This design comes from an exercise in tuning for small area, a short achievable clock period and few clock cycles per item on the open sky130 flow, not from production work. Function was checked by simulation only, so behaviour that the tests miss may differ from the original.

== run A ==
// brick_sort
module brick_sort
   (
    clk,
    rst,
    src_tvalid,
    src_tready,
    src_tdata_raw,
    dest_tvalid,
    dest_tready,
    dest_tdata_raw
    );
For scale: roughly 4700 cells after synthesis, roughly 650 flip-flops, about 260 I/O pins.
export LEC_CHECK = 0
export CAP_MARGIN = 20
export CORE_MARGIN = 2
export CORE_UTILIZATION = 55
export CTS_BUF_LIST = sky130_fd_sc_hd__clkbuf_8
export PLACE_DENSITY = 0.7
export SETUP_SLACK_MARGIN = 3.0
export SLEW_MARGIN = 20
create_clock -name core_clock -period 6.0 [get_ports {clk}]
standard.sh (not shown) runs the stock make flow with config.mk's settings and CLKGATE_MAP_FILE= SYNTH_SCRIPT=/design/flow/synth_recipe.tcl, a recipe that flattens the netlist after the stock synthesis.
==> flow/flow/run.sh <==
#!/bin/bash
# Layout flow: the standard flow (standard.sh) with two changes:
#  - the synthesis step maps the logic with the delay-driven ABC script in
#    flow/abc_speed.script instead of ORFS's abc_speed.script; synthesis is
#    otherwise ORFS's, run by standard.sh with the standard flow's synthesis script, so
#    the registers (names, count, cell types) are those of the standard
#    synthesis;
#  - every input and output port still gets its own buffer, but a
#    buf_1 (BUFFER_PORTS_ARGS) instead of the cell buffer_ports picks.
# Each step's full output is in synth.log and layout.log here, and ORFS's
# per-step logs are under orfs/logs.
set -euo pipefail
here=$(pwd)
rm -rf "$here/scripts_abc"
cp -r "$FLOW_HOME/scripts" "$here/scripts_abc"
cp "$here/flow/abc_speed.script" "$here/scripts_abc/abc_speed.script"
bash standard.sh SCRIPTS_DIR="$here/scripts_abc" synth > "$here/synth.log" 2>&1
bash standard.sh BUFFER_PORTS_ARGS="-buffer_cell sky130_fd_sc_hd__buf_1" finish > "$here/layout.log" 2>&1
==> flow/flow/abc_speed.script <==
strash
dch -f
map -D 1500
topo
buffer -p
upsize -D 1500
dnsize -D 1500
stime -p
Testbench counts of run A, summed over its fixed seeds: cycles 1,000, items 960.
Setup changes, run A to run B
- PLACE_DENSITY: 0.7 -> unset
- CORE_UTILIZATION: 55 -> 40
==> flow/flow/abc_speed.script <==
strash
dch -f
map -D 1800
topo
buffer -p
upsize -D 1800
dnsize -D 1800
stime -p
--- outcome ---
- Run B packs its core more loosely than run A.
- Run B was carried through to the last stage, and its layout satisfied the timing, DRC and antenna checks.
- Summary: with run A as the reference, first-iteration DRC count in run B moved down by more than 10%.
- Run B ends up with a clock-buffer cell count that is 7.9% higher than in run A.
- Diff run A and run B: number of unique standard cell types used by synthesis higher in run A
- Compared with run A, run B shows a higher number of buffers outside the clock class in the layout.
- Summary: with run A as the reference, instance count after placement with tap cells included in run B moved up by a few percent.
- Run B against run A: multi-input combinational area share now sits lower.
What run C does differently from run B at the input level:
==> flow/flow/abc_speed.script <==
strash
dch -f
map -D 1500
topo
buffer -p
upsize -D 1500
dnsize -D 1500
stime -p
### Flow results
- Compared with run B, run C shows slew of the pin with the lowest slew margin lower by 0.10 ns.
- Looking only at share of the clock period used by the worst path after layout, and setting everything else aside, the higher value of run C and run B goes to run B.
- On fraction of area in non-clock buffers: run C sits below run B.
- Higher length of routed met2 wiring among run C and run B: run B
- [run C vs run B] routed wirelength normalized by instance count: lower in run C
- Compared with run B, run C shows a multi-input combinational area share that is 0.60 points higher.
- Row count ends up higher on run C.
Edits applied to the flow inputs when going from run C to run D:
- swapping 3.0 for 3.15 in SETUP_SLACK_MARGIN
==> results.txt <==
Run D: non-clock buffer count is 80 higher than what run C reported. Compared with run C, run D shows a global routing usage on met2 that is 1.5 points higher. Run D vs run C — final cell count rose about 1.6%.

Setup of job 101:
brick_sort again, from the RTL that the note above started with.
// brick_sort
module brick_sort
   (
    clk,
    rst,
    src_tvalid,
    src_tready,
    src_tdata_raw,
    dest_tvalid,
    dest_tready,
    dest_tdata_raw
    );
export LEC_CHECK = 0
export CAP_MARGIN = 20
export CORE_MARGIN = 2
export CORE_UTILIZATION = 55
export CTS_BUF_LIST = sky130_fd_sc_hd__clkbuf_8
export CTS_CLUSTER_DIAMETER = 45
export CTS_CLUSTER_SIZE = 18
export PLACE_DENSITY = 0.7
export SETUP_SLACK_MARGIN = 3.0
export SLEW_MARGIN = 20
create_clock -name core_clock -period 6.0 [get_ports {clk}]
==> flow/flow/abc_speed.script <==
strash
dch -f
map -D 1500
topo
buffer -p
upsize -D 1500
dnsize -D 1500
upsize -D 1500
dnsize -D 1500
stime -p
Scripts as last shown in full above: flow/flow/run.sh
Testbench counts of job 101, summed over its fixed seeds: cycles 1,000, items 960.
## Diff of input files: job 102 against job 101
==> flow/flow/abc_speed.script <==
strash
dch -f
map -D 1500
topo
buffer -p
upsize -D 1500
dnsize -D 1500
stime -p
diff --git a/flow/config.mk b/flow/config.mk
--- a/flow/config.mk
+++ b/flow/config.mk
@@ -12,2 +12 @@
-export CTS_CLUSTER_DIAMETER = 45
-export CTS_CLUSTER_SIZE = 18
+export GPL_TIMING_DRIVEN = 0
## What came out
When job 102 is measured against job 101, its routed wire length turns out about 1.3% higher.
Between job 102 and job 101, the difference in register share of the cell area is negligible.
Comparing job 102 and job 101, worst-case setup margin in the final layout is higher on job 101.
Of the two values seen for cell with the largest stage delay on the worst path, clkbuf_2 was produced by job 102 and o31ai_2 by job 101.
The final reports for job 102 and job 101 show clock tree cell share of total cell area higher in the former.
Job 102 ends up with higher time the final worst path needs with I/O delays and setup than job 101 does.
Detailed-route vias per instance: higher on job 101
Run comparison: job 102 launch point of the critical path dest_tready; job 101 launch point of the critical path r2[35]
--- input diff job 102..job 103 ---
diff --git a/flow/config.mk b/flow/config.mk
--- a/flow/config.mk
+++ b/flow/config.mk
@@ -12 +12,2 @@
-export GPL_TIMING_DRIVEN = 0
+export CTS_CLUSTER_DIAMETER = 45
+export CTS_CLUSTER_SIZE = 18
[summary]
- Job 103 ends up with lower area overhead of the layout relative to synthesis than job 102 does.
- Summary of job 103 over job 102: cell count along the critical path +5, post-route met1 wirelength shrank by 1.9%, worst slew margin relative to its limit went up by 20 points, routed length on met3 now sits lower.
- Job 103 completed end to end with timing, DRC and antenna clean.
- The critical path class comes out reg -> reg in one run and in -> reg in the other, namely in job 103 and job 102 respectively.

[what the ideal ports hide]
In the flow no input, the clock included, has a driving cell. The finished layouts below were timed again as built, in two steps. Step 1 sets driving cells, clkbuf_16 on the clock port and buf_2 on the other inputs (assumed; they add their load-dependent delay and slew). Step 2 moves the port delays by t, midway between the first and last clock arrival at a register: inputs arrive t later, outputs are due t later. That takes back most of the time a late clock gives input paths. Slacks: ideal / step 1 / step 2; pairs: ideal / step 1.
run	t (ns)	setup WS [ns]	worst hold slack (ns)	clock arrival spread, ns	worst data-port slew with drivers (ns)
run A	0.774	2.988 / 2.988 / 2.297	0.320 / 0.320 / 0.320	0.028 / 0.028	0.07
run B	0.794	2.979 / 2.979 / 2.401	0.321 / 0.321 / 0.321	0.037 / 0.037	0.06
run C	0.800	3.035 / 3.035 / 2.406	0.316 / 0.316 / 0.316	0.055 / 0.055	0.06
run D	0.805	3.089 / 3.089 / 2.552	0.323 / 0.323 / 0.323	0.054 / 0.055	0.10
job 101	0.774	3.007 / 3.007 / 2.535	0.330 / 0.330 / 0.330	0.043 / 0.043	0.08
job 102	0.788	2.983 / 3.024 / 2.236	0.318 / 0.318 / 0.318	0.036 / 0.036	0.07
job 103	0.745	3.048 / 3.048 / 2.364	0.323 / 0.323 / 0.323	0.039 / 0.038	0.06
After both steps setup and hold are still met in every run listed. For job 102, which loses most, drivers alone change the setup slack by +0.041 ns; drivers and shift together by -0.747 ns.
